Background: an optimization exercise with open tools, aiming at small area. Do not read the settings as production practice.
At most, simulation tests tie the RTL to the original design; equivalence was not proved.

## before
==> flow/design.v <==
module Topo
(
	CLOCK_50, KEY, SW,
	LEDR, LEDS,
	HEX0, HEX1, HEX2, HEX3, HEX4, HEX5
);
	input CLOCK_50;
	input wire [3:0] KEY;
	input wire [9:0] SW;
	output wire [3:0] LEDR;
	output wire [9:6] LEDS;
	output wire [6:0] HEX0;
	output wire [6:0] HEX1;
	output wire [6:0] HEX2;
	output wire [6:0] HEX3;
	output wire [6:0] HEX4;
	output wire [6:0] HEX5;
	localparam [2:0] S_INIT   = 3'd0,
	                 S_SETUP  = 3'd1,
	                 S_FPGA   = 3'd2,
	                 S_USER   = 3'd3,
	                 S_CHECK  = 3'd4,
	                 S_NEXT   = 3'd5,
	                 S_RESULT = 3'd6;
	reg [2:0] state;
	wire R1  = (state == S_INIT);
	wire R2  = (state == S_INIT) | (state == S_NEXT);
	wire E1  = (state == S_SETUP);
	wire E2  = (state == S_USER);
	wire E3  = (state == S_FPGA);
	wire E4  = (state == S_CHECK);
	wire SEL = (state == S_RESULT);
	reg [1:0] level;      
	reg [1:0] map;        
	reg [3:0] last;       
	always @(posedge CLOCK_50) begin
		if (R1)
			level <= 2'd0;
		else if (E1)
			level <= SW[9:8];
		if (E1) begin
			map  <= SW[7:6];
			last <= SW[5:2];
		end
	end
	reg [12:0] q;
	reg [3:0]  presc_hi;
	wire nR1 = ~R1;
	wire s_low0 = ~(q[0] | q[2] | q[4] | q[6] | q[8] | q[10]) &
	              (q[1] & q[3] & q[5] & q[7] & q[9] & q[11]);    
	wire s_wrap = s_low0 & ~q[12];                                 
	wire s_fb   = ~(q[12] ^ q[3] ^ q[2] ^ q[0] ^ s_low0);         
	always @(posedge CLOCK_50) begin
		q[0]  <= R1 | s_fb;
		q[1]  <= ~(nR1 & q[0]);
		q[2]  <= ~(R1 | q[1]);
		q[3]  <= ~(nR1 & q[2]);
		q[4]  <= ~(R1 | q[3]);
		q[5]  <= ~(nR1 & q[4]);
		q[6]  <= ~(R1 | q[5]);
		q[7]  <= ~(nR1 & q[6]);
		q[8]  <= ~(R1 | q[7]);
		q[9]  <= ~(nR1 & q[8]);
		q[10] <= ~(R1 | q[9]);
		q[11] <= ~(nR1 & q[10]);
		q[12] <= ~(R1 | q[11]);
		if (R1)
			presc_hi <= 4'd0;
		else
			presc_hi <= presc_hi + {3'd0, s_wrap};
	end
	wire [16:13] presc = presc_hi;
	reg clkz;
	always @(*) begin
		case (level)
			2'd0: clkz = presc[16];
			2'd1: clkz = presc[15];
			2'd2: clkz = presc[14];
			default: clkz = presc[13];
		endcase
	end
	reg r_clkz, r_clk1;
	always @(posedge CLOCK_50) begin
		r_clkz <= clkz;
		r_clk1 <= presc[14];
	end
	wire tick_z = clkz & ~r_clkz;
	wire tick_1 = presc[14] & ~r_clk1;
	reg [3:0] key_d1, key_d2;
	always @(posedge CLOCK_50) begin
		key_d1 <= KEY;
		key_d2 <= key_d1;
	end
	wire [3:0] btn = key_d1 & ~key_d2;
	wire press = E2 & (|btn);
	reg [3:0] total;
	reg [3:0] round;
	reg       win;
	always @(posedge CLOCK_50) begin
		if (R1) begin
			total <= 4'd0;
			win   <= 1'b0;
		end else if (E4) begin
			total <= total + 4'd1;
			if (total == last)
				win <= 1'b1;
		end
		round <= total;
	end
	reg [3:0] tempo;
	always @(posedge CLOCK_50) begin
		if (R2)
			tempo <= 4'd0;
		else if (E2 & tick_1)
			tempo <= tempo + 4'd1;
	end
	wire end_time = tempo[3] & tempo[0];
	reg [3:0] cnt;
	reg       tc;
	wire show = E3 & tick_z;
	always @(posedge CLOCK_50) begin
		if (R2 | (E3 & tc)) begin
			cnt <= 4'd0;
			tc  <= 1'b0;
		end else if (show | press) begin
			cnt <= cnt + 4'd1;
			tc  <= (cnt == round);
		end
	end
	localparam [127:0] SEQ_TAB = 128'h6c74e4ec634decd836c4b1c800000000;
	wire [1:0] seq = SEQ_TAB[{map, cnt, 1'b0} +: 2];
	wire [3:0] seq_oh = 4'd1 << seq;
	reg       led_v;
	reg [1:0] led_i;
	always @(posedge CLOCK_50) begin
		if (R2)
			led_v <= 1'b0;
		else if (show)
			led_v <= 1'b1;
		if (show)
			led_i <= seq;
	end
	assign LEDR = led_v ? (4'd1 << led_i) : 4'd0;
	reg       okA, okB;
	reg [1:0] prev;
	wire first = ~(|cnt) & ~tc;
	always @(posedge CLOCK_50) begin
		if (R2) begin
			okA <= 1'b1;
			okB <= 1'b1;
		end else if (press) begin
			okA <= okA & (btn == seq_oh);
			okB <= okB & (first | (btn == (4'd1 << prev)));
		end
		if (press)
			prev <= seq;
	end
	wire match = tc ? okA : (okB & (&round));
	always @(posedge CLOCK_50) begin
		if (SW[1])
			state <= S_INIT;
		else begin
			case (state)
				S_INIT:   state <= S_SETUP;
				S_SETUP:  if (SW[0]) state <= S_FPGA;
				S_FPGA:   if (tc) state <= S_USER;
				S_USER:   if (end_time) state <= S_RESULT;
				          else if (tc) state <= S_CHECK;
				S_CHECK:  state <= match ? S_NEXT : S_RESULT;
				S_NEXT:   state <= win ? S_RESULT : S_FPGA;
				default:  state <= state;
			endcase
		end
	end
	localparam [111:0] SEG_TAB = 112'h70c2131c020200f00894c0c4bcc0;
	wire [7:0] points = level * round;
	localparam [111:0] TIME_TAB = 112'h80020008002000f00894c0c4bcc0;
	assign HEX5 = SEL ? (win ? 7'b1000_111 : 7'b1011_011) : 7'b0001_110;
	assign HEX4 = SEL ? (win ? 7'b1011_011 : 7'b1100_111) : SEG_TAB[7*level +: 7];
	assign HEX3 = SEL ? (win ? 7'b1001_111 : 7'b1111_011) : 7'b0001_111;
	assign HEX2 = SEL ? (win ? 7'b1011_011 : 7'b1100_111) : TIME_TAB[7*tempo +: 7];
	wire [3:0] hex0_v = SEL ? points[3:0] : round;
	assign HEX1 = SEL ? SEG_TAB[7*points[7:4] +: 7] : 7'b1011_011;
	assign HEX0 = SEG_TAB[7*hex0_v +: 7];
	assign LEDS = ~KEY;
endmodule
export LEC_CHECK = 0
export ABC_AREA = 1
export CAP_MARGIN = 20
export CORE_MARGIN = 2
export CORE_UTILIZATION = 65
export PLACE_DENSITY = 0.75
export SLEW_MARGIN = 20
create_clock -name core_clock -period 10.0 [get_ports {CLOCK_50}]
standard.sh (not shown) runs the stock make flow with config.mk's settings and CLKGATE_MAP_FILE= SYNTH_SCRIPT=/design/flow/synth_recipe.tcl, a recipe that flattens the netlist after the stock synthesis.
==> flow/flow/run.sh <==
#!/bin/bash
# Standard layout, with: the port buffers made of the smallest buffer cell;
# the buffers Yosys put on ports that share a net removed before placement;
# a clock tree of clkbuf_4 cells without dummy balancing loads.
set -euo pipefail
export BUFFER_PORTS_ARGS="-buffer_cell sky130_fd_sc_hd__buf_1"
export REMOVE_ABC_BUFFERS=1
export CTS_ARGS="-sink_clustering_enable -repair_clock_nets -buf_list sky130_fd_sc_hd__clkbuf_4 -dont_use_dummy_load"
bash standard.sh > standard_flow.log 2>&1
before ran to completion and came out clean on the timing, design-rule and antenna checks.
Relative to before, the following input files were edited for after:
--- a/flow/design.v
+++ b/flow/design.v
@@ -90,25 +90,24 @@
 	always @(posedge CLOCK_50) begin
 		key_d1 <= KEY;
 		key_d2 <= key_d1;
 	end
 	wire [3:0] btn = key_d1 & ~key_d2;
 	wire press = E2 & (|btn);
-	reg [3:0] total;
 	reg [3:0] round;
 	reg       win;
+	reg       was_init, was_check;
+	wire [3:0] total = was_init ? 4'd0 : (round + {3'd0, was_check});
 	always @(posedge CLOCK_50) begin
-		if (R1) begin
-			total <= 4'd0;
-			win   <= 1'b0;
-		end else if (E4) begin
-			total <= total + 4'd1;
-			if (total == last)
-				win <= 1'b1;
-		end
-		round <= total;
+		was_init  <= R1;
+		was_check <= E4;
+		round     <= total;
+		if (R1)
+			win <= 1'b0;
+		else if (E4 & (round == last))
+			win <= 1'b1;
 	end
 	reg [3:0] tempo;
 	always @(posedge CLOCK_50) begin
 		if (R2)
 			tempo <= 4'd0;
 		else if (E2 & tick_1)
==> notes.md <==
Looking at final critical-path setup slack, after sits 0.11 ns above before. Comparing final layout net count for before and after, the smaller number came from after. On layout filler cell count, before tracks after almost exactly. When the final numbers for before and after were put side by side, the register-to-register slack turned out to be smaller in before. On final area, before loses to after. before → after: synthesized area per cell grew by 1.4%; non-clock buffer count grew by 1.
For before, only the layout was checked, not whether the RTL still works.

[port drivers added, routing unchanged]
The results above use ideal ports. As a check the final layouts listed here were re-extracted and re-timed, cells and wires unchanged. Step 1 sets driving cells, clkbuf_16 on the clock port and buf_2 on the other inputs (assumed; they add their load-dependent delay and slew). Step 2 adds t to the input delays and takes it off the output delays; t is the mean of the earliest and latest rising clock arrival at the registers after step 1. Input paths then give back, and output paths get back, about the clock's delay inside the block. Three values: no drivers, after step 1, after step 2; two values: the first two.
run | t, ns | slack for setup (ns) | worst setup path at the end
before | 0.414 | 5.276 / 5.249 / 5.664 | register to output
after | 0.414 | 5.391 / 5.368 / 5.713 | input to output
After both steps every run listed still meets setup and hold.
